From an optimization exercise on the open Yosys and OpenROAD flow, aimed at small area; shortcuts taken in it are not production practice.
Function was checked by simulation only, so behaviour that the tests miss may differ from the original.
Power figures rest on the tool's default switching activity, not on a simulated workload.

==> flow/design.v, too long to show whole: its modules and the start of the top module <==
// module ahb: 62 lines
// module alu: 126 lines
// module cla32: 25 lines
// module inc_r: 13 lines
// module au: 33 lines
// module mmu: 86 lines
// module exce_chk: 82 lines
// module biu: 247 lines
// module csr: 471 lines
// module int_ctrl: 196 lines
// module ins_dec: 172 lines
// module csr_gpr_iu: 429 lines
// module exu: 148 lines
// module prv332sv0: 307 lines
module prv332sv0(
input wire clk,
input wire rst,
input wire timer_int,
input wire soft_int,
input wire ext_int,
output wire [33:0]haddr,
output wire hwrite,
output wire [1:0]hsize,
output wire [2:0]hburst,
output wire [3:0]hprot,
output wire [1:0]htrans,
output wire hmastlock,
output wire [31:0]hwdata,
input wire hready,
input wire hresp,
input wire hreset_n,
input wire [31:0]hrdata
);
  // ...
==> flow/flow/run.sh <==
#!/bin/bash
set -euo pipefail
echo 'export CTS_ARGS = -sink_clustering_enable -repair_clock_nets -dont_use_dummy_load -sink_clustering_size 12 -sink_clustering_max_diameter 60 -buf_list {sky130_fd_sc_hd__clkbuf_8}' >> config.mk
bash standard.sh finish > flow_make.log 2>&1
==> flow/standard.sh <==
#!/bin/bash
# synth_recipe.tcl (not shown) runs the flow's synth.tcl, then flattens the netlist and writes it again
# the make line also repeats each setting of config.mk as NAME=value (left out here)
make -C /OpenROAD-flow-scripts/flow DESIGN_CONFIG=/design/flow/config.mk WORK_HOME=/design/flow/orfs CLKGATE_MAP_FILE= SYNTH_SCRIPT=/design/flow/synth_recipe.tcl "${@:-finish}"
==> flow/config.mk <==
export PLATFORM = sky130hd
export DESIGN_NAME = prv332sv0
export DESIGN_NICKNAME = prv332sv0
export VERILOG_FILES = /design/flow/design.v
export SDC_FILE = /design/flow/constraint.sdc
export NUM_CORES = 4
export LEC_CHECK = 0
export CAP_MARGIN = 20
export CORE_MARGIN = 2
export CORE_UTILIZATION = 45
export SLEW_MARGIN = 20
export CTS_ARGS = -sink_clustering_enable -repair_clock_nets -dont_use_dummy_load -sink_clustering_size 12 -sink_clustering_max_diameter 60 -buf_list {sky130_fd_sc_hd__clkbuf_8}
==> flow/constraint.sdc <==
create_clock -name core_clock -period 12.0 [get_ports {clk}]
set_input_delay 2.4000 -clock core_clock [delete_from_list [all_inputs] [get_ports {clk}]]
set_output_delay 2.4000 -clock core_clock [all_outputs]
set_load 0.01 [all_outputs]
==> results_dict.tcl, run 1 <==
set metrics [dict create \
    status "timing/DRC/antenna clean" \
    drc_errors 0 \
    min_delay_worst_endpoint "csr_gpr_iu.csr.pmpaddr0[9]" \
    power.group.top "registers" \
    seqCellArea_um2 52700 \
    start_util_pct 45.4 \
    yosysMostFrequentCell "nand2_1" \
    hold_viol_final 0 \
    largest_reg_flops 992 \
    synth_xor_area_share_pct 0.689 \
    placementRows 168 \
    crit_family "compound AO/OA/AOI/OAI gates" \
    final_util_pct 49.2 \
    crit_end "exu.alu.data_tobiu[24]" \
    cts_tree "built" \
    cts_setup_buffers 0 \
    overflow 0 \
    core_area_um2 210000 \
    top_usage_layer "met2" \
    synth_fa_ha_area_share_pct 2.64 \
    pg_comb_mw 4.43 \
    numSequentialCells 1966 \
    die_h_um 464 \
    synth_seq_cells 1966 \
    drv_cap 0 \
    p_comb_share_pct 27.5 \
    yosys-mux-area-fraction_pct 3.32 \
    insertion_delay_ns 1.05 \
    crit_type "flip-flop to flip-flop" \
    nNonClkInverters 142 \
    finalCriticalPeriod_ns 11.42 \
    stdcell_area_um2 103000 \
    largest_cell_class "registers" \
    drv_slew 0 \
    synth_top_cell_by_area "edfxtp_1" \
    worst_pin_slew_ns 1.36 \
    grt_pass1_wl_um 647000 \
    crit_start "biu.statu_biu[1]" \
    diodes 24 \
    wire_per_inst_um 39.5 \
    worstSetupStartpointType "flip-flop" \
]
==> module ahb, before the edit <==
module ahb(
input clk,
input rst,
output [33:0]haddr,
output hwrite,
output [2:0]hsize,
output [2:0]hburst,
output [3:0]hprot,
output [1:0]htrans,
output hmastlock,
output [31:0]hwdata,
input wire hready,
input wire hresp,
input wire hreset_n,
input wire [31:0]hrdata,
input r32,
input r16,
input r8,
input w32,
input w16,
input w8,
output ahb_acc_fault,
output [31:0]data_out,
output [31:0]data_q,
output rdy_ahb,
input [33:0]addr_in,
input [31:0]data_in
);
reg statu_ahb; 
reg [31:0]data_ahb;
always@(posedge clk)begin
	if(rst)begin
		statu_ahb <= 1'b0;
	end
	else if(statu_ahb==1'b0)begin
		statu_ahb <= (r32|r16|r8|w32|w16|w8)?1'b1 : statu_ahb;
	end
	else if(statu_ahb==1'b1)begin
		statu_ahb <= (hready|hresp)?1'b0:statu_ahb;
	end
end
assign haddr= addr_in;
assign hwrite= (w32|w16|w8)&(!statu_ahb);
assign hsize=
(
	{2{w32|r32}}&2'b10|
	{2{w16|r16}}&2'b01|
	2'b00
);
assign hburst= 3'b000;
assign hprot = 4'b0011;
assign htrans= ((!statu_ahb)&(w32|w16|w8|r32|r16|r8))?2'b10:2'b00;  
assign hmastlock= 1'b0;
assign hwdata = statu_ahb?data_in : 32'b0;
assign ahb_acc_fault = statu_ahb&hresp;
assign rdy_ahb = statu_ahb&hready;
assign data_q = data_ahb;
assign data_out = ({32{statu_ahb&hready}}&hrdata)|data_ahb;
always@(posedge clk)begin
	if(rst|(statu_ahb&hready)) data_ahb <= hrdata & {32{!rst}};
end
endmodule
==> module csr, before the edit <==
module csr(
input wire clk,
input wire rst,  
input wire [3:0]statu_cpu,
output reg [31:0]pc,
output reg [1:0]msu,		
input [33:0]pmp_addr,
output wire pmp_chk_fault,
output wire [31:0]csr_out,
output wire [31:0]pc4,
output reg mxr,
output reg sum,
output wire mie_out,
output wire sie_out,
output wire [31:0]medeleg_out,
output wire [31:0]mideleg_out,
output wire meie_out,
output wire seie_out,
output wire mtie_out,
output wire stie_out,
output wire msie_out,
output wire ssie_out,
output wire ssip_out,
output wire msip_out,
output wire stip_out,
output wire mtip_out,
output wire seip_out,
output wire meip_out,
input wire [1:0]priv_d,		 
input wire [31:0]cause,		
input wire [31:0]tval,		
output wire tsr_out,
output wire tvm_out,
output wire [31:0]satp_out,
input wire [31:0]csr_in,
input wire [11:0]csr_index, 
input wire [31:0]pc_next,
input wire csr_wr,				 
input wire mtip_in,
input wire mtip_wr,
input wire meip_in,
input wire meip_wr,
input wire msip_in,
input wire msip_wr,
input wire stip_in,
input wire stip_wr,
input wire seip_in,
input wire seip_wr,
input wire ssip_in,
input wire ssip_wr,
input wire ret						
);
parameter if0 = 4'b0000;
parameter ex0 = 4'b0001;
parameter mem0= 4'b0010;
parameter mem1=4'b1010;
parameter ex1 = 4'b1001;
parameter wb = 4'b0011;
parameter exc = 4'b1111;
parameter m = 2'b11;
parameter h = 2'b10; 
parameter s = 2'b01;
parameter u = 2'b00;
parameter mcycle_index   = 12'hb00;		
parameter minstret_index = 12'hb02;		
parameter mstatus_index  = 12'h300;
parameter medeleg_index  = 12'h302;
parameter mideleg_index  = 12'h303;
parameter mie_index      = 12'h304;
parameter mtvec_index    = 12'h305;
parameter mscratch_index = 12'h340;
parameter mepc_index     = 12'h341;
parameter mcause_index   = 12'h342;
parameter mtval_index    = 12'h343;
parameter mip_index 		 = 12'h344;
parameter pmpcfg0_index  = 12'h3a0;
parameter pmpcfg1_index  = 12'h3a1;
parameter pmpcfg2_index  = 12'h3a2;
parameter pmpcfg3_index  = 12'h3a3;
parameter pmpaddr0_index = 12'h3b0;
parameter pmpaddr1_index = 12'h3b1;
parameter pmpaddr2_index = 12'h3b2;
parameter pmpaddr3_index = 12'h3b3;
parameter sstatus_index  = 12'h100;
parameter sie_index 		 = 12'h104;
parameter stvec_index	 = 12'h105;
parameter sscratch_index = 12'h140;
parameter sepc_index  	 = 12'h141;
parameter scause_index	 = 12'h142;
parameter stval_index 	 = 12'h143;
parameter sip_index		 = 12'h144;
parameter satp_index		 = 12'h180;
parameter usint =32'h8000000; 
parameter ssint =32'h8000001;
parameter msint =32'h8000003; 
parameter utint =32'h8000004; 
parameter stint =32'h8000005; 
parameter mtint =32'h8000007; 
parameter ueint =32'h8000008;
parameter seint =32'h8000009; 
parameter meint =32'h800000b; 
parameter iam	 =32'h0000000;
parameter iaf   =32'h0000001;
parameter ii    =32'h0000002;
parameter bk    =32'h0000003;
parameter lam	 =32'h0000004;
parameter laf	 =32'h0000005;
parameter sam	 =32'h0000006;
parameter saf	 =32'h0000007;
parameter ecu	 =32'h0000008;
parameter ecs	 =32'h0000009;
parameter ecm	 =32'h000000b;
parameter ipf	 =32'h000000c;
parameter lpf	 =32'h000000d;
parameter spf	 =32'h000000f;
parameter pc_rst=32'h00000000;
reg [31:0]mcycle;
reg [31:0]minstret;
reg tsr;
reg tvm;
reg mprv;
reg [1:0]mpp;
reg spp;
reg mpie;
reg spie;
reg mie;
reg sie;
reg [31:0]mtvec;
reg [31:0]mepc;
reg [31:0]mcause;
reg [31:0]mtval;
reg [31:0]mideleg;
reg [31:0]medeleg;
reg meip;	
reg seip;	 
reg mtip;	
reg stip;	 
reg msip;	
reg ssip;	
reg meie;
reg seie;
reg mtie;
reg stie;
reg msie;
reg ssie;
reg [31:0]mscratch;
reg [7:0]pmp0cfg;
reg [7:0]pmp1cfg;
reg [7:0]pmp2cfg;
reg [7:0]pmp3cfg;
reg [7:0]pmp4cfg;
reg [7:0]pmp5cfg;
reg [7:0]pmp6cfg;
reg [7:0]pmp7cfg;
reg [31:0]pmpaddr0;
reg [31:0]pmpaddr1;
reg [31:0]pmpaddr2;
reg [31:0]pmpaddr3;
reg [31:0]stvec;
reg [31:0]stval;
reg [31:0]sepc;
reg [31:0]scause;
reg [31:0]sscratch;
reg [31:0]satp;
wire [31:0]mcycle_inc;
wire [31:0]minstret_inc;
inc_r #(30) u_pc4(.a(pc[31:2]), .ci(1'b1), .s(pc4[31:2]));
assign pc4[1:0] = pc[1:0];
inc_r #(32) u_mcyc(.a(mcycle), .ci(1'b1), .s(mcycle_inc));
inc_r #(32) u_mins(.a(minstret), .ci(1'b1), .s(minstret_inc));
wire [31:0]tvec = (priv_d==m) ? mtvec : stvec;
wire tcause31 = (priv_d==m) ? mcause[31] : scause[31];
wire [8:0]tvec_lo = {1'b0,tvec[9:2]} + {1'b0,cause[7:0]};
wire [21:0]tvec_hi1;
inc_r #(22) u_tvh(.a(tvec[31:10]), .ci(1'b1), .s(tvec_hi1));
wire [21:0]tvec_hi = tvec_lo[8] ? tvec_hi1 : tvec[31:10];
wire [31:0]trap_pc = (tvec[1:0]==2'b00) ? {tvec[31:2],2'b00} : (!tcause31)? {1'b0,tvec[31:3],2'b00} :
						{tvec_hi,tvec_lo[7:0],2'b00};
assign meie_out=meie;
assign seie_out=seie;
assign mtie_out=mtie;
assign stie_out=stie;
assign msie_out=msie;
assign ssie_out=ssie;
always@(posedge clk)begin
	if(rst)begin
		msu<= m;
		tsr <= 1'b0;
		tvm <= 1'b0;
		mxr <= 1'b0;
		sum <= 1'b0;
		mprv<= 1'b0;
		mpp <= 2'b0;
		spp <= 1'b0;
		mpie<= 1'b0;
		spie<= 1'b0;
		mie <= 1'b0;
		sie <= 1'b0;
		mtvec <= 32'b0;
		mepc  <= 32'b0;
		mcause <=32'b0;
		mideleg<=32'b0;
		medeleg<=32'b0;
		meie <= 1'b0;
		seie <= 1'b0;
		mtie <= 1'b0;
		stie <= 1'b0;
		msie <= 1'b0;
		ssie <= 1'b0;
		mscratch <= 32'b0;
		pmp0cfg <= 8'b0;
		pmp1cfg <= 8'b0;
		pmp2cfg <= 8'b0;
		pmp3cfg <= 8'b0;
		pmp4cfg <= 8'b0;
		pmp5cfg <= 8'b0;
		pmp6cfg <= 8'b0;
		pmp7cfg <= 8'b0;
		pmpaddr0 <= 32'b0;
		pmpaddr1 <= 32'b0;
		pmpaddr2 <= 32'b0;
		pmpaddr3 <= 32'b0;
		stvec <= 32'b0;
		sscratch <= 32'b0;
		pc <= pc_rst;
		satp <= 32'b0;
	end
	else if((statu_cpu==wb)&csr_wr)begin
		if(csr_index==mstatus_index)begin
			tsr <= csr_in[22];
			tvm <= csr_in[20];
			mxr <= csr_in[19];
			sum <= csr_in[18];
			mprv<= csr_in[17];
			mpp <= csr_in[12:11];
			spp <= csr_in[8];
			mpie<= csr_in[7];
			spie<= csr_in[5];
			mie <= csr_in[3];
			sie <= csr_in[1];
			pc	 <= pc_next;
		end
		else if(csr_index==medeleg_index)begin
			medeleg <= csr_in;
			pc	 <= pc_next;
		end
		else if(csr_index==mideleg_index)begin
			mideleg <= csr_in;
			pc	 <= pc_next;
		end
		else if(csr_index==mie_index)begin
			meie <= csr_in[11];
			seie <= csr_in[9];
			mtie <= csr_in[7];
			stie <= csr_in[5];
			msie <= csr_in[3];
			ssie <= csr_in[1];
			pc	 <= pc_next;
		end
		else if(csr_index==mtvec_index)begin
			mtvec <= csr_in;
			pc	 <= pc_next;
		end
		else if(csr_index==mscratch_index)begin
			mscratch <= csr_in;
			pc	 <= pc_next;
		end
		else if(csr_index==mepc_index)begin
			mepc		<= csr_in;
			pc	 <= pc_next;
		end
		else if(csr_index==mcause_index)begin
			mcause <= csr_in;
			pc	 <= pc_next;
		end
		else if(csr_index==mtval_index)begin
			mtval <= csr_in;
			pc	 <= pc_next;
		end
		else if(csr_index==pmpcfg0_index)begin
			pmp0cfg <= csr_in[7:0];
			pmp1cfg <= csr_in[15:8];
			pmp2cfg <= csr_in[23:16];
			pmp3cfg <= csr_in[31:24];
			pc	 <= pc_next;
		end
		else if(csr_index==pmpcfg1_index)begin
			pmp4cfg <= csr_in[7:0];
			pmp5cfg <= csr_in[15:8];
			pmp6cfg <= csr_in[23:16];
			pmp7cfg <= csr_in[31:24];
			pc	 <= pc_next;
		end
		else if(csr_index==pmpaddr0_index)begin
			pmpaddr0 <= csr_in;
			pc	 <= pc_next;
		end
		else if(csr_index==pmpaddr1_index)begin
			pmpaddr1 <= csr_in;
			pc	 <= pc_next;
		end
		else if(csr_index==pmpaddr2_index)begin
			pmpaddr2 <= csr_in;
			pc	 <= pc_next;
		end
		else if(csr_index==pmpaddr3_index)begin
			pmpaddr3 <= csr_in;
			pc	 <= pc_next;
		end
		else if(csr_index==sstatus_index)begin
			mxr <= csr_in[19];
			sum <= csr_in[18];
			spp <= csr_in[8];
			sie <= csr_in[1]; 
			pc	 <= pc_next;
		end
		else if(csr_index==sie_index)begin
			seie <= csr_in[9];
			stie <= csr_in[5];
			ssie <= csr_in[1];
			pc	 <= pc_next;
		end
		else if(csr_index==stvec_index)begin
			stvec <= csr_in;
			pc	 <= pc_next;
		end
		else if(csr_index==sscratch_index)begin
			sscratch <= csr_in;
			pc	 <= pc_next;
		end
		else if(csr_index==sepc_index)begin
			sepc <= csr_in;
			pc	 <= pc_next;
		end
		else if(csr_index==scause_index)begin
			scause <= csr_in;
			pc	 <= pc_next;
		end
		else if(csr_index==stval_index)begin
			stval <= csr_in;
			pc	 <= pc_next;
		end
		else if(csr_index==satp_index)begin
			satp <= csr_in;
			pc	 <= pc_next;
		end
	end
	else if((statu_cpu==wb)&(ret))begin
		if(msu==m)begin
			msu <= mpp;
			mie <= mpie;
			pc	 <= mepc;
		end
		else if(msu==s)begin
			msu <= spp ? s : u;
			sie <= spie;
			pc  <= sepc;
		end
	end
	else if((statu_cpu==wb)&(!ret)&(!csr_wr))begin
		pc <= pc_next;
	end
	else if(statu_cpu==exc)begin
		if(priv_d==m)begin
			mepc <= ((cause==ecu)|(cause==ecs)|(cause==ecm)|(cause==bk))? pc4 : pc;	 
			mtval<= tval;
			mcause <= cause;
			mpie <= mie;
			mie  <= 1'b0;
			mpp  <= msu;
			msu  <= m;
			pc   <= trap_pc;
		end
		else if(priv_d==s)begin
			sepc <= ((cause==ecu)|(cause==ecs)|(cause==ecm)|(cause==bk))? pc4 : pc;
			stval<= tval;
			scause <= cause;
			spie <= mie;
			sie  <= 1'b0;
			spp  <= (msu==u)?1'b0:1'b1;
			msu  <= s;
			pc   <= trap_pc;
		end
	end
end
always@(posedge clk)begin
	if(rst)begin			 
		meip <= 1'b0;	
		seip <= 1'b0;	 
		mtip <= 1'b0;	
		stip <= 1'b0;	 
		msip <= 1'b0;	
		ssip <= 1'b0;	
	end
	else begin
		meip <= meip_wr?meip_in:meip;
		seip <= seip_wr?seip_in:seip;
		mtip <= mtip_wr?mtip_in:mtip;
		stip <= stip_wr?stip_in:stip;
		msip <= msip_wr?msip_in:msip;
	   ssip <= ssip_wr?ssip_in:ssip;
	end
end
always@(posedge clk)begin
	if(rst)begin
		mcycle <= 32'b0;
		minstret <= 32'b0;
	end
	else if(statu_cpu==wb)begin	 
		if(csr_index==mcycle)begin
			mcycle <= csr_in;
		end
		else if(csr_index==minstret)begin
			minstret <= csr_in;
		end
		else begin	
			minstret <= minstret_inc;
		end
	end
	else begin
		mcycle <= mcycle_inc;	 
	end	
end
assign csr_out = ((csr_index==mcycle_index)?mcycle:32'b0)|
					  ((csr_index==minstret_index)?minstret:32'b0)|
					  ((csr_index==mstatus_index)?{9'b0,tsr,1'b0,tvm,mxr,sum,mprv,4'b0,mpp,2'b0,spp,mpie,1'b0,spie,1'b0,mie,1'b0,sie,1'b0}:32'b0)|
					  ((csr_index==medeleg_index)?medeleg :32'b0)|
					  ((csr_index==medeleg_index)?mideleg :32'b0)|
					  ((csr_index==mie_index)?{20'b0,meie,1'b0,seie,1'b0,mtie,1'b0,stie,1'b0,msie,1'b0,ssie,1'b0}:32'b0)|
					  ((csr_index==mtvec_index)?mtvec:32'b0)|
					  ((csr_index==mscratch_index)?mscratch:32'b0)|
					  ((csr_index==mepc_index)?mepc:32'b0)|
					  ((csr_index==mcause_index)?mcause:32'b0)|
					  ((csr_index==mtval_index)?mtval:32'b0)|
					  ((csr_index==mip_index)?{20'b0,meip,1'b0,seip,1'b0,mtip,1'b0,stip,1'b0,msip,1'b0,ssip,1'b0}:32'b0)|
					  ((csr_index==pmpcfg0_index)?{pmp3cfg,pmp2cfg,pmp1cfg,pmp0cfg}:32'b0)|
					  ((csr_index==pmpcfg1_index)?{pmp7cfg,pmp6cfg,pmp5cfg,pmp4cfg}:32'b0)|
					  ((csr_index==pmpaddr0_index)?pmpaddr0:32'b0)|
					  ((csr_index==pmpaddr1_index)?pmpaddr1:32'b0)|
					  ((csr_index==pmpaddr2_index)?pmpaddr2:32'b0)|
					  ((csr_index==pmpaddr3_index)?pmpaddr3:32'b0)|
					  ((csr_index==sstatus_index)?{12'b0,mxr,sum,1'b0,4'b0,4'b0,spp,2'b0,spie,1'b0,2'b0,sie,1'b0}:32'b0)|
					  ((csr_index==sie_index)?{22'b0,seie,1'b0,2'b0,stie,1'b0,2'b0,ssie,1'b0}:32'b0)|
					  ((csr_index==stvec_index)?stvec:32'b0)|
					  ((csr_index==sscratch_index)?sscratch:32'b0)|
					  ((csr_index==sepc_index)?sepc:32'b0)|
					  ((csr_index==scause_index)?scause:32'b0)|
					  ((csr_index==stval_index)?stval:32'b0)|
					  ((csr_index==sip_index)?{22'b0,seip,1'b0,2'b0,stip,1'b0,2'b0,ssip,1'b0}:32'b0)|
					  ((csr_index==satp_index)?satp:32'h00000000);
assign satp_out = satp;
assign pmp_chk_fault = 1'b0;
assign tsr_out = tsr;
assign tvm_out = tvm;
assign meie_out = meie;
assign seie_out = seie;
assign mtie_out = mtie;
assign stie_out = stie;
assign msie_out = msie;
assign ssie_out = ssie;
assign ssip_out = ssip;
assign msip_out = msip;
assign stip_out = stip;
assign mtip_out = mtip;
assign seip_out = seip;
assign meip_out = meip;
assign mie_out = mie;
assign sie_out = sie;
assign mideleg_out = mideleg;
assign medeleg_out = medeleg;
endmodule
==> run 2: changes to the inputs <==
--- a/flow/design.v
+++ b/flow/design.v
@@ -51,7 +51,7 @@
 assign hprot = 4'b0011;
 assign htrans= ((!statu_ahb)&(w32|w16|w8|r32|r16|r8))?2'b10:2'b00;  
 assign hmastlock= 1'b0;
-assign hwdata = statu_ahb?data_in : 32'b0;
+assign hwdata = data_in;
 assign ahb_acc_fault = statu_ahb&hresp;
 assign rdy_ahb = statu_ahb&hready;
 assign data_q = data_ahb;
@@ -709,7 +709,7 @@
 input wire [31:0]csr_in,
 input wire [11:0]csr_index, 
 input wire [31:0]pc_next,
-input wire csr_wr,				 
+input wire csr_wr,				
 input wire mtip_in,
 input wire mtip_wr,
 input wire meip_in,
@@ -840,8 +840,10 @@
 wire [31:0]minstret_inc;
 inc_r #(30) u_pc4(.a(pc[31:2]), .ci(1'b1), .s(pc4[31:2]));
 assign pc4[1:0] = pc[1:0];
-inc_r #(32) u_mcyc(.a(mcycle), .ci(1'b1), .s(mcycle_inc));
-inc_r #(32) u_mins(.a(minstret), .ci(1'b1), .s(minstret_inc));
+wire [31:0]cnt_inc;
+inc_r #(32) u_cnt(.a((statu_cpu==wb) ? minstret : mcycle), .ci(1'b1), .s(cnt_inc));
+assign mcycle_inc = cnt_inc;
+assign minstret_inc = cnt_inc;
 wire [31:0]tvec = (priv_d==m) ? mtvec : stvec;
 wire tcause31 = (priv_d==m) ? mcause[31] : scause[31];
 wire [8:0]tvec_lo = {1'b0,tvec[9:2]} + {1'b0,cause[7:0]};
@@ -870,34 +872,15 @@
 		spie<= 1'b0;
 		mie <= 1'b0;
 		sie <= 1'b0;
-		mtvec <= 32'b0;
 		mepc  <= 32'b0;
 		mcause <=32'b0;
-		mideleg<=32'b0;
-		medeleg<=32'b0;
 		meie <= 1'b0;
 		seie <= 1'b0;
 		mtie <= 1'b0;
 		stie <= 1'b0;
 		msie <= 1'b0;
 		ssie <= 1'b0;
-		mscratch <= 32'b0;
-		pmp0cfg <= 8'b0;
-		pmp1cfg <= 8'b0;
-		pmp2cfg <= 8'b0;
-		pmp3cfg <= 8'b0;
-		pmp4cfg <= 8'b0;
-		pmp5cfg <= 8'b0;
-		pmp6cfg <= 8'b0;
-		pmp7cfg <= 8'b0;
-		pmpaddr0 <= 32'b0;
-		pmpaddr1 <= 32'b0;
-		pmpaddr2 <= 32'b0;
-		pmpaddr3 <= 32'b0;
-		stvec <= 32'b0;
-		sscratch <= 32'b0;
 		pc <= pc_rst;
-		satp <= 32'b0;
 	end
 	else if((statu_cpu==wb)&csr_wr)begin
 		if(csr_index==mstatus_index)begin
@@ -915,11 +898,9 @@
 			pc	 <= pc_next;
 		end
 		else if(csr_index==medeleg_index)begin
-			medeleg <= csr_in;
 			pc	 <= pc_next;
 		end
 		else if(csr_index==mideleg_index)begin
-			mideleg <= csr_in;
 			pc	 <= pc_next;
 		end
 		else if(csr_index==mie_index)begin
@@ -932,11 +913,9 @@
 			pc	 <= pc_next;
 		end
 		else if(csr_index==mtvec_index)begin
-			mtvec <= csr_in;
 			pc	 <= pc_next;
 		end
 		else if(csr_index==mscratch_index)begin
-			mscratch <= csr_in;
 			pc	 <= pc_next;
 		end
 		else if(csr_index==mepc_index)begin
@@ -952,33 +931,21 @@
 			pc	 <= pc_next;
 		end
 		else if(csr_index==pmpcfg0_index)begin
-			pmp0cfg <= csr_in[7:0];
-			pmp1cfg <= csr_in[15:8];
-			pmp2cfg <= csr_in[23:16];
-			pmp3cfg <= csr_in[31:24];
 			pc	 <= pc_next;
 		end
 		else if(csr_index==pmpcfg1_index)begin
-			pmp4cfg <= csr_in[7:0];
-			pmp5cfg <= csr_in[15:8];
-			pmp6cfg <= csr_in[23:16];
-			pmp7cfg <= csr_in[31:24];
 			pc	 <= pc_next;
 		end
 		else if(csr_index==pmpaddr0_index)begin
-			pmpaddr0 <= csr_in;
 			pc	 <= pc_next;
 		end
 		else if(csr_index==pmpaddr1_index)begin
-			pmpaddr1 <= csr_in;
 			pc	 <= pc_next;
 		end
 		else if(csr_index==pmpaddr2_index)begin
-			pmpaddr2 <= csr_in;
 			pc	 <= pc_next;
 		end
 		else if(csr_index==pmpaddr3_index)begin
-			pmpaddr3 <= csr_in;
 			pc	 <= pc_next;
 		end
 		else if(csr_index==sstatus_index)begin
@@ -995,11 +962,9 @@
 			pc	 <= pc_next;
 		end
 		else if(csr_index==stvec_index)begin
-			stvec <= csr_in;
 			pc	 <= pc_next;
 		end
 		else if(csr_index==sscratch_index)begin
-			sscratch <= csr_in;
 			pc	 <= pc_next;
 		end
 		else if(csr_index==sepc_index)begin
@@ -1015,7 +980,6 @@
 			pc	 <= pc_next;
 		end
 		else if(csr_index==satp_index)begin
-			satp <= csr_in;
 			pc	 <= pc_next;
 		end
 	end
@@ -1057,6 +1021,23 @@
 		end
 	end
 end
+wire [31:0]ci_nr = csr_in & {32{!rst}};
+wire wr_csr = (statu_cpu==wb) & csr_wr;
+always@(posedge clk)begin
+	if(rst | wr_csr&(csr_index==mtvec_index)) mtvec <= ci_nr;
+	if(rst | wr_csr&(csr_index==mscratch_index)) mscratch <= ci_nr;
+	if(rst | wr_csr&(csr_index==medeleg_index)) medeleg <= ci_nr;
+	if(rst | wr_csr&(csr_index==mideleg_index)) mideleg <= ci_nr;
+	if(rst | wr_csr&(csr_index==pmpcfg0_index)) {pmp3cfg,pmp2cfg,pmp1cfg,pmp0cfg} <= ci_nr;
+	if(rst | wr_csr&(csr_index==pmpcfg1_index)) {pmp7cfg,pmp6cfg,pmp5cfg,pmp4cfg} <= ci_nr;
+	if(rst | wr_csr&(csr_index==pmpaddr0_index)) pmpaddr0 <= ci_nr;
+	if(rst | wr_csr&(csr_index==pmpaddr1_index)) pmpaddr1 <= ci_nr;
+	if(rst | wr_csr&(csr_index==pmpaddr2_index)) pmpaddr2 <= ci_nr;
+	if(rst | wr_csr&(csr_index==pmpaddr3_index)) pmpaddr3 <= ci_nr;
+	if(rst | wr_csr&(csr_index==stvec_index)) stvec <= ci_nr;
+	if(rst | wr_csr&(csr_index==sscratch_index)) sscratch <= ci_nr;
+	if(rst | wr_csr&(csr_index==satp_index)) satp <= ci_nr;
+end
 always@(posedge clk)begin
 	if(rst)begin			 
 		meip <= 1'b0;	
==> run 2 against run 1 <==
- global-route usage is 1.1 points higher
- power is 2.4% higher
- first-iteration DRC count is 9.5% lower
- flip-flop and latch count stayed put
- routed wire length is 0.18% lower
- synthesized area is 1.9% lower
- non-clock buffer count is 20 higher
- critical path type unchanged
- critical endpoint is now exu.alu.data_tobiu[31]
==> results_dict.tcl, run 2 <==
set metrics [dict create \
    ant_nets 0 \
    cts_tree "built" \
    holdWs_ns 0.460 \
    numCtsBuffers 208 \
    n_fill_cell 18300 \
    synthToLayoutAreaGrowth_pct 10.1 \
    setup_tns_ns 0 \
    layout_commonest_cell "edfxtp_1" \
    worstSetupStartpointType "flip-flop" \
    p_sw_share_pct 36.0 \
    viasPerCell 7.36 \
    fmax_ghz 0.0886 \
    cts-root-buf "clkbuf_8" \
    wire_per_inst_um 43.9 \
    crit_type "flip-flop to flip-flop" \
    largest_reg_flops 992 \
    relSlewSlack_pct 8.31 \
    dr.pass1.iters 14 \
    finalNetCount 8301 \
    worst_pin_slew_ns 1.36 \
    drv_cap 0 \
    synth_warnings 9 \
    layout.cells.non_filler 10800 \
    cp_num_buf_inv 7 \
    dp_hpwl_um 327000 \
    hold_viol_final 0 \
    yosysMostFrequentCell "edfxtp_1" \
    cts_setup_buffers 0 \
    grt_pass1_wl_um 631000 \
    total_power_mw 16.5 \
    netlist_top_cells_area "edfxtp_1 56%, dfxtp_1 4.6%, a22oi_1 3.6%, nand2_1 3.4%, o21ai_0 2.6%" \
    yosysTopAreaCellShare_pct 56.2 \
    leakagePower_nw 34.8 \
    grt_antenna_before_repair 49 \
    seq_area_frac_synth_pct 60.8 \
    internal_power_mw 10.6 \
    placementRows 167 \
    synthArstFlopShare_pct 0 \
    fp.dieW_um 460 \
    vias 79800 \
    cts.sinks 1966 \
    core_area_um2 207000 \
    critPathSlowestCell "mux2i_4" \
    timing.final.crit_share_pct 94.0 \
    stdcell_area_um2 103000 \
    routed_wirelength_um 476000 \
    dp_cells 10600 \
    hold_buffers 0 \
    die_h_um 460 \
    grt_start_max_net_pins 130 \
    clk_pin_slew_ns 0.08 \
    crit_top_cell "buf_4" \
    crit_family "simple AND/OR/NAND/NOR gates" \
    synth_area_per_cell_um2 11.8 \
    h-tree-depth 4 \
    synth_edf_count 1751 \
    grt_pass1_vias 72100 \
    worstPathArrival_ns 11.90 \
    worst_setup_path_end_kind "flip-flop" \
    rsz0062_at_grt "false" \
    die_area_um2 211000 \
    setup_ws_ns 0.718 \
    start_util_pct 45.2 \
    final_cell_mix "1751 x edfxtp_1, 825 x nand2_1, 582 x nor2_1, 479 x o21ai_0, 453 x a22oi_1" \
    status "timing/DRC/antenna clean" \
    p_seq_share_pct 49.8 \
    p_switching_mw 5.96 \
    setup_viol 0 \
    drive_above_1_share_pct 12.3 \
    ctsResizeCount 0 \
    power_density_nw_per_um2 161 \
    hold_class "flip-flop to flip-flop" \
    synth_seq_cells 1966 \
    grt_use_total_pct 43.8 \
    synth_area_um2 93500 \
    power.share.clock_pct 23.4 \
    drc_errors 0 \
    p_comb_share_pct 26.8 \
    drv_slew 0 \
    numPortBuffers 108 \
    clock_skew_ns 0.240 \
    finalCriticalPeriod_ns 11.28 \
    top_register "csr_gpr_iu.gpr" \
    cp_slowest_stage_delay_ns 0.80 \
    gp_congestion 1.07 \
    insertion_delay_ns 1.14 \
    synth_top_cell_by_area "edfxtp_1" \
    synth_commonest_cells "1751 x edfxtp_1, 847 x nand2_1, 638 x nor2_1" \
    synthCells 7952 \
    cts.path.max_buffers 3 \
    required_ns 12.62 \
    ys_types 117 \
    first_iter_violations 15200 \
    final_util_pct 49.8 \
    pre_cts_ws_ns 1.19 \
    ios 119 \
    vdd_ir_drop_max_mv 0.123 \
    critPathMaxFanout 37 \
    place_area_um2 100000 \
    overflow 0 \
    synth_top_flop_cell "edfxtp_1" \
]
## run 2: changes by cell type after synthesis, moves of 53 or more
cell	before	now
nand2_1	1606	847
dfxtp_1	631	215
edfxtp_1	1335	1751
a21oi_1	814	445
clkbuf_1	652	447
o21ai_0	400	488
o22ai_1	139	60
mux2i_1	258	191
a211oi_1	48	114
a22oi_1	400	453
## run 2: metal layers
metal	routed length, µm	part of all wire, %	GRT usage [%]	vias up
li1	-	-	-	31300
met1	177000	37	58.5	40000
met2	191000	40	60.1	7067
met3	75100	16	18.1	1446
met4	31100	6.5	24.3	44
met5	514	0.11	0	-
## run 2: power groups by stage
stage / combinational, mW / clock, mW / sequential, mW
after floorplan: 2.03 / 0 / 8.11
after global placement: 4.13 / 0 / 8.35
after detailed placement: 4.16 / 0 / 8.36
after CTS: 4.17 / 3.86 / 8.21
after global routing: 4.43 / 4.07 / 8.24
final: 4.43 / 3.87 / 8.24
## run 2: path summary, 6_finish.rpt
kind / from / slack, ns / endpoint / cells past startpoint
setup reg to reg: biu.statu_biu[6] / 0.72 / exu.alu.data_tobiu[31] / 35
hold reg to reg: csr_gpr_iu.csr.mprv / 0.46 / csr_gpr_iu.csr.mprv / 2
hold / removal: csr_gpr_iu.csr.mprv / 0.46 / csr_gpr_iu.csr.mprv / 2
setup / recovery: biu.statu_biu[6] / 0.72 / exu.alu.data_tobiu[31] / 35
## run 2: cells by family (layout without fill, tap and decap cells)
| group | after synthesis | in the layout | share of synthesized area, % |
|---|---|---|---|
| compound gates | 2497 | 2497 | 18.7 |
| simple gates | 2256 | 2256 | 11.1 |
| flops | 1966 | 1966 | 60.8 |
| buf+inv | 725 | 869 | 3.19 |
| mux | 271 | 271 | 3.13 |
| fa+ha+maj | 156 | 156 | 2.29 |
| xor+xnor | 79 | 79 | 0.740 |
| other cells | 2 | 46 | 0.00803 |
## run 2: final cells by class
class,count,area [µm²],area share [%]
diodes,37,92.6,0.0899
clock buffers,208,2860,2.78
inverters,122,458,0.445
multi-input cells,5268,35000,33.9
flip-flops and latches,1966,56900,55.2
well taps,2704,3380,3.28
repair buffers,539,4360,4.23
## run 2: worst min-delay path, stage by stage (launching register included)
cell	delay (ns)
dfxtp_1	0.31
nand2_1	0.05
a21oi_1	0.05
==> run 3: changes to the inputs <==
==> flow/flow/run.sh (replaced) <==
#!/bin/bash
set -euo pipefail
echo 'export CTS_ARGS = -sink_clustering_enable -repair_clock_nets -dont_use_dummy_load -sink_clustering_size 13 -sink_clustering_max_diameter 64 -buf_list {sky130_fd_sc_hd__clkbuf_8}' >> config.mk
bash standard.sh finish > flow_make.log 2>&1
==> flow/config.mk (replaced) <==
export PLATFORM = sky130hd
export DESIGN_NAME = prv332sv0
export DESIGN_NICKNAME = prv332sv0
export VERILOG_FILES = /design/flow/design.v
export SDC_FILE = /design/flow/constraint.sdc
export NUM_CORES = 4
export LEC_CHECK = 0
export CAP_MARGIN = 10
export CORE_MARGIN = 2
export CORE_UTILIZATION = 45
export SLEW_MARGIN = 10
export CTS_ARGS = -sink_clustering_enable -repair_clock_nets -dont_use_dummy_load -sink_clustering_size 13 -sink_clustering_max_diameter 64 -buf_list {sky130_fd_sc_hd__clkbuf_8}
==> run 3 against run 2 <==
- worst setup slack improved by 0.082 ns
- clock-buffer cell count is 15 lower
- via count hardly changed
- still clean
- critical path depth stayed put
- synthesized area unchanged
- largest power group unchanged
- flip-flop and latch count did not move
- non-clock buffer count decreased by 1
- routed wire length increased by 0.13%
- global-route usage is essentially flat
- first-iteration DRC count is 1.3% lower
- sequential power hardly changed
- hold slack hardly changed
==> results_dict.tcl, run 3 <==
set metrics [dict create \
    yosys.area_share.simple_pct 11.1 \
    synth_area_per_cell_um2 11.8 \
    netlist_top_cells_area "edfxtp_1 56%, dfxtp_1 4.6%, a22oi_1 3.6%, nand2_1 3.4%, o21ai_0 2.6%" \
    clock_skew_ns 0.120 \
    grt_antenna_before_repair 57 \
    overflow 0 \
    hold_viol_final 0 \
    final_cell_mix "1751 x edfxtp_1, 832 x nand2_1, 585 x nor2_1, 481 x o21ai_0, 453 x a22oi_1" \
    cp_slowest_stage_delay_ns 0.74 \
    drc_errors 0 \
    synthArstFlopShare_pct 0 \
    cts_tree "built" \
    drive_above_1_share_pct 11.9 \
    cts.path.max_buffers 3 \
    layout_commonest_cell "edfxtp_1" \
    pre_cts_ws_ns 1.18 \
    power.share.clock_pct 22.7 \
    dr.pass1.iters 10 \
    vdd_ir_drop_max_mv 0.134 \
    setup_viol 0 \
    synthCells 7952 \
    drv_slew 0 \
    ios 119 \
    die_h_um 460 \
    vias 79800 \
    worst_setup_path_end_kind "flip-flop" \
    worstPathArrival_ns 11.90 \
    ant_nets 0 \
    routed_wirelength_um 476000 \
    crit_type "flip-flop to flip-flop" \
    fp.dieW_um 460 \
    setup_ws_ns 0.800 \
    total_power_mw 16.4 \
    die_area_um2 211000 \
    ctsResizeCount 0 \
    cts-root-buf "clkbuf_8" \
    synth_top_family_by_area "compound AO/OA/AOI/OAI gates" \
    timing.final.crit_share_pct 93.3 \
    hold_path_startpoint "csr_gpr_iu.csr.mprv" \
    dp_hpwl_um 327000 \
    synth_fa_ha_area_share_pct 2.29 \
    numCtsBuffers 193 \
    start_util_pct 45.2 \
    drv_cap 0 \
    insertion_delay_ns 1.05 \
    viasPerCell 7.36 \
    synth_commonest_cells "1751 x edfxtp_1, 847 x nand2_1, 638 x nor2_1" \
    yosysMostFrequentCell "edfxtp_1" \
    crit_start "biu.statu_biu[6]" \
    fmax_ghz 0.0893 \
    yosysTopAreaCellShare_pct 56.2 \
    n_fill_cell 18300 \
    cts_setup_buffers 0 \
    gp_congestion 1.07 \
    critPathMaxFanout 37 \
    grt_start_max_net_pins 130 \
    grt_pass1_vias 71700 \
    rsz0062_at_grt "false" \
    worstSetupStartpointType "flip-flop" \
    synth_edf_count 1751 \
    synth_warnings 9 \
    crit_family "simple AND/OR/NAND/NOR gates" \
    yosys-mux-area-fraction_pct 3.13 \
    clk_pin_slew_ns 0.09 \
    finalNetCount 8285 \
    synthToLayoutAreaGrowth_pct 9.87 \
    hold_buffers 0 \
    wire_per_inst_um 44.0 \
    synth_seq_cells 1966 \
    synth_top_flop_cell "edfxtp_1" \
    grt_pass1_wl_um 630000 \
    critPathSlowestCell "mux2i_4" \
    timing.rr.start "biu.statu_biu[6]" \
    p_sw_share_pct 36.2 \
    seq_area_frac_synth_pct 60.8 \
    ys_types 117 \
    numPortBuffers 108 \
    synth_area_um2 93500 \
    power_density_nw_per_um2 160 \
    p_seq_share_pct 50.2 \
    top_register "csr_gpr_iu.gpr" \
    p_comb_share_pct 27.0 \
    first_iter_violations 15000 \
    status "timing/DRC/antenna clean" \
    cp_num_buf_inv 7 \
    finalCriticalPeriod_ns 11.20 \
    required_ns 12.70 \
    synth_xor_area_share_pct 0.740 \
    internal_power_mw 10.5 \
    largest_reg_flops 992 \
    worst_pin_slew_ns 1.36 \
    relSlewSlack_pct 8.70 \
    h-tree-depth 4 \
    setup_tns_ns 0 \
    synth_top_cell_by_area "edfxtp_1" \
    grt_use_total_pct 43.8 \
    crit_top_cell "buf_4" \
    placementRows 167 \
    synth_compound_area_share_pct 18.7 \
    core_area_um2 207000 \
    leakagePower_nw 34.7 \
    cts.sinks 1966 \
    p_switching_mw 5.94 \
    hold_class "flip-flop to flip-flop" \
]
[run 3: cell count changes in the layout (fill, tap and decap cells not counted), sizes merged]
cell / before / now
buf: 432 / 431
clkbuf: 208 / 193
diode: 37 / 43
[run 3: layout make-up]
type                       instances  area, µm²  area share (%)
inverter                         122        458           0.446
antenna                           43        108           0.105
sequential                      1966      56900            55.4
tap                             2704       3380            3.29
timing repair buffer             538       4360            4.24
clock buffer                     193       2660            2.58
multi-input combinational       5268      34900            34.0
[run 3: per-layer routing]
metal,vias to the layer above,wire [µm],global-route usage [%],share of wire [%]
met3,1362,74200,17.0,16
li1,31200,-,-,-
met2,7050,193000,60.6,40
met4,34,30400,23.3,6.4
met5,-,351,0.505,0.074
met1,40100,179000,59.0,38
[run 3: power by group through the flow]
stage	registers, mW	logic (mW)	clock network, mW
6_report	8.25	4.44	3.73
5_1_grt	8.24	4.44	3.94
4_1_cts	8.21	4.16	3.73
3_5_place_dp	8.36	4.15	0
3_3_place_gp	8.35	4.13	0
2_1_floorplan	8.11	2.03	0
[run 3: logic make-up (layout without fill, tap and decap cells)]
group | after synthesis | after routing
AOI/OAI and AO/OA | 2497 | 2497
xor gates and xnor gates | 79 | 79
adders and majority gates | 156 | 156
buffers and inverters | 725 | 853
DFF | 1966 | 1966
muxes | 271 | 271
other | 2 | 52
and+or+nand+nor | 2256 | 2256
[run 3: final timing paths]
check / to / cells past startpoint / slack, ns
worst min-delay path: csr_gpr_iu.csr.mprv / 2 / 0.46
worst max-delay path: exu.alu.data_tobiu[23] / 35 / 0.80
worst max register to register: exu.alu.data_tobiu[23] / 35 / 0.80
worst min register to register: csr_gpr_iu.csr.mprv / 2 / 0.46
[run 3: stage by stage]
step	hold slack, ns	instances	utilization (%)	cell area [µm²]
floorplan	0.432	7959	-	93600
global placement	0.442	10600	48.3	100000
detailed placement	0.451	10600	48.3	100000
CTS	0.460	10800	49.6	103000
global route	0.482	10800	49.6	103000
finish	0.459	10800	49.7	103000
[run 3: worst register-to-register path: cells and delay by family (launching register included)]
family	cells	cell delay (ns)
buffers and inverters	7	1.55
DFF	1	0.61
and+or+nand+nor	12	2.93
adders and majority gates	4	1.45
xor gates and xnor gates	1	0.62
muxes	2	1.07
AOI/OAI and AO/OA	9	2.69

-- afterwards: timing with drivers on the ports --
The results above use ideal ports. As a check the final layouts listed here were re-extracted and re-timed, cells and wires unchanged. Step 1 assumes that a clkbuf_16 drives the clock port and a buf_2 every other input. Step 2 adds t to the input delays and takes it off the output delays; t is the mean of the earliest and latest rising clock arrival at the registers after step 1. Input paths then give back, and output paths get back, about the clock's delay inside the block. a / b / c = ideal ports / drivers / drivers and shift; a / b = the first two.
| run | t, ns | setup slack, ns | worst setup path after step 2 | latest minus earliest clock arrival (ns) | pins driven straight from the clock port |
|---|---|---|---|---|---|
| run 1 | 1.069 | 0.580 / 0.580 / 0.580 | register to register | 0.157 / 0.157 | 1 |
| run 2 | 1.115 | 0.718 / 0.718 / 0.718 | register to register | 0.241 / 0.241 | 1 |
| run 3 | 1.090 | 0.800 / 0.800 / 0.800 | register to register | 0.123 / 0.123 | 1 |
After both steps every run listed still meets setup and hold.
